What follows belongs to an exercise in optimizing a design on an open flow for small area; a production flow would make more cautious choices.
In this exercise RTL edits were held to simulation tests only and were not proved equivalent to the original.
Power is estimated from default activity; no workload was simulated.

== wip/fjord ==
Design fsm_with_fifo, start of the top module:
module fsm_with_fifo(
  input        clk100_i,
  input        rstn_i,
  input        btn_i,
  output       full_o,
  output [7:0] transmit_lane_o
);
Size in the first run: ~220 cells after synthesis, ~93 flip-flops, about 12 I/O pins, ~0.0035 mm2 of cells after synthesis.
export LEC_CHECK = 0
export CAP_MARGIN = 20
export CORE_MARGIN = 2
export CORE_UTILIZATION = 40
export SLEW_MARGIN = 20
create_clock -name core_clock -period 5.0 [get_ports {clk100_i}]
standard.sh (not shown) runs the stock make flow with config.mk's settings and CLKGATE_MAP_FILE= SYNTH_SCRIPT=/design/flow/synth_recipe.tcl, a recipe that flattens the netlist after the stock synthesis.
==> flow/flow/run.sh <==
#!/bin/bash
# The standard layout, with three changes:
# - synthesis maps the logic with an area-oriented ABC script (flow/area.script);
#   everything else in it is the standard flow's own synthesis script, synth_recipe.tcl;
# - the port buffers are buf_1 cells;
# - the clock tree leaves out dummy loads.
set -euo pipefail
work=$(pwd)
# synthesis script: synth_recipe.tcl with yosys's abc pass given flow/area.script
{
  head -n 1 synth_recipe.tcl
  cat <<TCL
proc abc {args} {
  set i [lsearch -exact \$args -script]
  if {\$i >= 0} { lset args [expr {\$i + 1}] $work/flow/area.script }
  yosys abc {*}\$args
}
TCL
  tail -n +2 synth_recipe.tcl
} > own_synth.tcl
sed "s#SYNTH_SCRIPT=[^ ]*synth_recipe.tcl#SYNTH_SCRIPT=$work/own_synth.tcl#" standard.sh > own_standard.sh
grep -q "SYNTH_SCRIPT=$work/own_synth.tcl" own_standard.sh
export BUFFER_PORTS_ARGS="-buffer_cell sky130_fd_sc_hd__buf_1"
export CTS_ARGS="-sink_clustering_enable -repair_clock_nets -dont_use_dummy_load -sink_clustering_size 8 -sink_clustering_max_diameter 30 -buf_list {sky130_fd_sc_hd__clkbuf_2 sky130_fd_sc_hd__clkbuf_4 sky130_fd_sc_hd__clkbuf_8}"
bash own_standard.sh > standard.log 2>&1
==> flow/flow/area.script <==
&get -n
&st
&dc2
&dch
&nf -a -R 1000
&put
wip/fjord did not stop at any stage, and its layout met the timing, DRC and antenna checks.
### wip/fjord -> wip/sierra
-- flow/flow/run.sh --
<<< wip/fjord, line 22
grep -q "SYNTH_SCRIPT=$work/own_synth.tcl" own_standard.sh
export BUFFER_PORTS_ARGS="-buffer_cell sky130_fd_sc_hd__buf_1"
export CTS_ARGS="-sink_clustering_enable -repair_clock_nets -dont_use_dummy_load -sink_clustering_size 8 -sink_clustering_max_diameter 30 -buf_list {sky130_fd_sc_hd__clkbuf_2 sky130_fd_sc_hd__clkbuf_4 sky130_fd_sc_hd__clkbuf_8}"
bash own_standard.sh > standard.log 2>&1
>>> wip/sierra, line 22
grep -q "SYNTH_SCRIPT=$work/own_synth.tcl" own_standard.sh
export BUFFER_PORTS_ARGS="-buffer_cell sky130_fd_sc_hd__buf_1"
export CTS_ARGS="-sink_clustering_enable -repair_clock_nets -dont_use_dummy_load -buf_list {sky130_fd_sc_hd__clkbuf_4} -root_buf sky130_fd_sc_hd__clkbuf_16"
bash own_standard.sh > standard.log 2>&1
-- flow/config.mk --
<<< wip/fjord, line 8
export CAP_MARGIN = 20
export CORE_MARGIN = 2
export CORE_UTILIZATION = 40
export SLEW_MARGIN = 20
>>> wip/sierra, line 8
export CAP_MARGIN = 20
export CORE_MARGIN = 2
export CORE_UTILIZATION = 55
export SLEW_MARGIN = 20
==> comparison <==
- wip/sierra ran to completion and came out clean on the timing, DRC and antenna checks.
- Sort wip/fjord and wip/sierra by chip height, ascending, and wip/sierra comes first.
- Final worst-path cycle share, wip/fjord and wip/sierra: smaller value in wip/sierra
- In the floorplan summary, wip/sierra is listed with a die area less than that of wip/fjord.
- wip/sierra -> wip/fjord: number of antenna diodes delta 0, exact match
- Compared to wip/fjord, the routing of wip/sierra uses less wire.
- Compared with wip/fjord, placement density in the core of wip/sierra is higher.
The following lists how wip/nickel was set up differently from wip/sierra:
==> flow/flow/run.sh <==
#!/bin/bash
# The standard layout, with plain buf_1 cells as the port buffers.
set -euo pipefail
export BUFFER_PORTS_ARGS="-buffer_cell sky130_fd_sc_hd__buf_1"
bash standard.sh > standard.log 2>&1
-- flow/config.mk --
<<< wip/sierra, line 8
export CAP_MARGIN = 20
export CORE_MARGIN = 2
export CORE_UTILIZATION = 55
export SLEW_MARGIN = 20
>>> wip/nickel, line 8
export CAP_MARGIN = 20
export CORE_MARGIN = 2
export CORE_UTILIZATION = 40
export SLEW_MARGIN = 20
removed: flow/flow/area.script
## What came out
Of wip/sierra and wip/nickel, wip/sierra shows the lower number of core rows, with wip/nickel above it. From wip/sierra to wip/nickel, number of ports placed on the die boundary did not move at all. Compared to wip/sierra, wip/nickel has number of non-clock inverters in the layout 2 higher. Summary: overall power, wip/nickel better than wip/sierra. Gate count after technology mapping (wip/nickel / wip/sierra): 1.18. Comparing wip/sierra and wip/nickel, the higher proportion of power drawn by the clock network was measured on wip/sierra. wip/nickel against wip/sierra: final-layout non-clock buffer area share has remained practically unchanged, combinational fraction of design power shrank by 0.5 points.

---

Starting RTL as in the previous note.
==> flow/design.v (excerpt) <==
module fsm_with_fifo(
  input        clk100_i,
  input        rstn_i,
  input        btn_i,
  output       full_o,
  output [7:0] transmit_lane_o
);
==> flow/config.mk <==
export PLATFORM = sky130hd
export DESIGN_NAME = fsm_with_fifo
export DESIGN_NICKNAME = fsm_with_fifo
export VERILOG_FILES = /design/flow/design.v
export SDC_FILE = /design/flow/constraint.sdc
export NUM_CORES = 4
export LEC_CHECK = 0
export CAP_MARGIN = 20
export CORE_MARGIN = 2
export CORE_UTILIZATION = 55
export CTS_BUF_LIST = sky130_fd_sc_hd__clkbuf_16
export CTS_CLUSTER_DIAMETER = 100
export CTS_CLUSTER_SIZE = 50
export SLEW_MARGIN = 20
==> flow/constraint.sdc <==
create_clock -name core_clock -period 5.0 [get_ports {clk100_i}]
set_input_delay 1.0000 -clock core_clock [delete_from_list [all_inputs] [get_ports {clk100_i}]]
set_output_delay 1.0000 -clock core_clock [all_outputs]
set_load 0.01 [all_outputs]
run.sh (not shown) runs the stock make flow with config.mk's settings and CLKGATE_MAP_FILE= SYNTH_SCRIPT=/design/flow/synth_recipe.tcl, a recipe that flattens the netlist after the stock synthesis.
Stock flow here: none of the scripts above is used.
The first run finished clean.
==> next run, changes <==
CORE_UTILIZATION = 40   (was 55)
CTS_BUF_LIST = default   (was sky130_fd_sc_hd__clkbuf_16)
CTS_CLUSTER_DIAMETER = default   (was 100)
CTS_CLUSTER_SIZE = default   (was 50)
Effect:
- The changed run went through all stages and came out clean
- via count went up by a few percent
- first-iteration DRC count rises by about a fifth
- wire length goes up slightly
- sequential power hardly moves
- core utilization fell by 18 points
- final cell count rose by a little under a tenth
==> next run, changes <==
==> flow/flow/run.sh (new file) <==
#!/bin/bash
# The standard layout, with plain buf_1 cells as the port buffers and a
# clock tree of smaller buffers without dummy loads.
set -euo pipefail
export BUFFER_PORTS_ARGS="-buffer_cell sky130_fd_sc_hd__buf_1"
export CTS_ARGS="-sink_clustering_enable -repair_clock_nets -dont_use_dummy_load -buf_list {sky130_fd_sc_hd__clkbuf_4 sky130_fd_sc_hd__clkbuf_8} -sink_clustering_buffer sky130_fd_sc_hd__clkbuf_8 -sink_clustering_size 16 -sink_clustering_max_diameter 60"
bash standard.sh > standard.log 2>&1
==> flow/standard.sh (new file) <==
#!/bin/bash
# synth_recipe.tcl (not shown) runs the flow's synth.tcl, then flattens the netlist and writes it again
# the make line also repeats each setting of config.mk as NAME=value (left out here)
make -C /OpenROAD-flow-scripts/flow DESIGN_CONFIG=/design/flow/config.mk WORK_HOME=/design/flow/orfs CLKGATE_MAP_FILE= SYNTH_SCRIPT=/design/flow/synth_recipe.tcl "${@:-finish}"
CORE_UTILIZATION = 65   (was 40)
removed: flow/run.sh
=> The new run finished clean; fmax goes up by about a fifth; setup slack improved by 0.44 ns; die area fell by well over a third; wire length came out lower by a few percent; total power shrinks by a little under a tenth; area after synthesis stays the same.
==> next run, changes <==
==> flow/run.sh (new file) <==
#!/bin/bash
# synth_recipe.tcl (not shown) runs the flow's synth.tcl, then flattens the netlist and writes it again
# the make line also repeats each setting of config.mk as NAME=value (left out here)
make -C /OpenROAD-flow-scripts/flow DESIGN_CONFIG=/design/flow/config.mk WORK_HOME=/design/flow/orfs CLKGATE_MAP_FILE= SYNTH_SCRIPT=/design/flow/synth_recipe.tcl finish
CORE_UTILIZATION = 55   (was 65)
removed: flow/flow/run.sh
removed: flow/standard.sh
What happened: The new run passed the timing, DRC and antenna checks; cell count grows by 3.3%; sequential cell count stays the same; first-iteration DRC count shrinks by 47%; wire length hardly moves.
==> next run, changes <==
==> flow/flow/run.sh (new file) <==
#!/bin/bash
# The standard layout, with three changes:
# - synthesis maps the logic with an area-oriented ABC script (flow/area.script);
#   everything else in it is the standard flow's own synthesis script, synth_recipe.tcl;
# - the port buffers are buf_1 cells;
# - the clock tree leaves out dummy loads.
set -euo pipefail
work=$(pwd)
# synthesis script: synth_recipe.tcl with yosys's abc pass given flow/area.script
{
  head -n 1 synth_recipe.tcl
  cat <<TCL
proc abc {args} {
  set i [lsearch -exact \$args -script]
  if {\$i >= 0} { lset args [expr {\$i + 1}] $work/flow/area.script }
  yosys abc {*}\$args
}
TCL
  tail -n +2 synth_recipe.tcl
} > own_synth.tcl
sed "s#SYNTH_SCRIPT=[^ ]*synth_recipe.tcl#SYNTH_SCRIPT=$work/own_synth.tcl#" standard.sh > own_standard.sh
grep -q "SYNTH_SCRIPT=$work/own_synth.tcl" own_standard.sh
export BUFFER_PORTS_ARGS="-buffer_cell sky130_fd_sc_hd__buf_1"
export CTS_ARGS="-sink_clustering_enable -repair_clock_nets -dont_use_dummy_load -sink_clustering_size 16 -sink_clustering_max_diameter 60 -buf_list {sky130_fd_sc_hd__clkbuf_4 sky130_fd_sc_hd__clkbuf_8}"
bash own_standard.sh > standard.log 2>&1
==> flow/flow/area.script (new file) <==
&get -n
&st
&dc2
&dch
&nf -a -R 1000
&put
==> flow/standard.sh (new file) <==
#!/bin/bash
# synth_recipe.tcl (not shown) runs the flow's synth.tcl, then flattens the netlist and writes it again
# the make line also repeats each setting of config.mk as NAME=value (left out here)
make -C /OpenROAD-flow-scripts/flow DESIGN_CONFIG=/design/flow/config.mk WORK_HOME=/design/flow/orfs CLKGATE_MAP_FILE= SYNTH_SCRIPT=/design/flow/synth_recipe.tcl "${@:-finish}"
CORE_UTILIZATION = 40   (was 55)
removed: flow/run.sh
Result:
- clock-buffer cell count drops by 1
- worst hold slack is about the same
- area after synthesis shrinks by 5.3%
- via count is lower by 3.1%
- utilization fell by 19 points
- critical path depth shrinks by 1

[re-timing with driven ports]
How much do the figures lean on ideal ports? The routed layouts below were timed once more, with nothing changed but the port constraints. Step 1 sets driving cells, clkbuf_16 on the clock port and buf_2 on the other inputs (assumed; they add their load-dependent delay and slew). Step 2 also shifts input and output timing later by t, the mid clock arrival at the registers, as if the neighbouring blocks saw the same clock. a / b / c = ideal ports / drivers / drivers and shift; a / b = the first two.
| run | t (ns) | setup WS [ns] | worst setup path after step 2 | latest minus earliest clock arrival (ns) | worst data-port slew with drivers (ns) |
|---|---|---|---|---|---|
| wip/fjord | 0.376 | 2.461 / 2.430 / 2.551 | register to register | 0.030 / 0.029 | 0.03 |
| wip/sierra | 0.356 | 2.484 / 2.450 / 2.806 | register to output | 0.019 / 0.019 | 0.03 |
| wip/nickel | 0.377 | 2.044 / 2.013 / 2.390 | register to output | 0.010 / 0.011 | 0.03 |
| the first run of note 2 | 0.365 | 1.508 / 1.474 / 1.839 | register to output | 0.008 / 0.007 | 0.03 |
| the second run of note 2 | 0.379 | 1.542 / 1.512 / 1.891 | register to output | 0.013 / 0.013 | 0.03 |
| the third run of note 2 | 0.376 | 1.984 / 1.952 / 2.328 | register to output | 0.018 / 0.017 | 0.03 |
| the fourth run of note 2 | 0.381 | 1.513 / 1.483 / 1.863 | register to output | 0.013 / 0.013 | 0.03 |
| the fifth run of note 2 | 0.376 | 2.461 / 2.430 / 2.551 | register to register | 0.030 / 0.029 | 0.03 |
After both steps setup and hold are still met in every run listed.
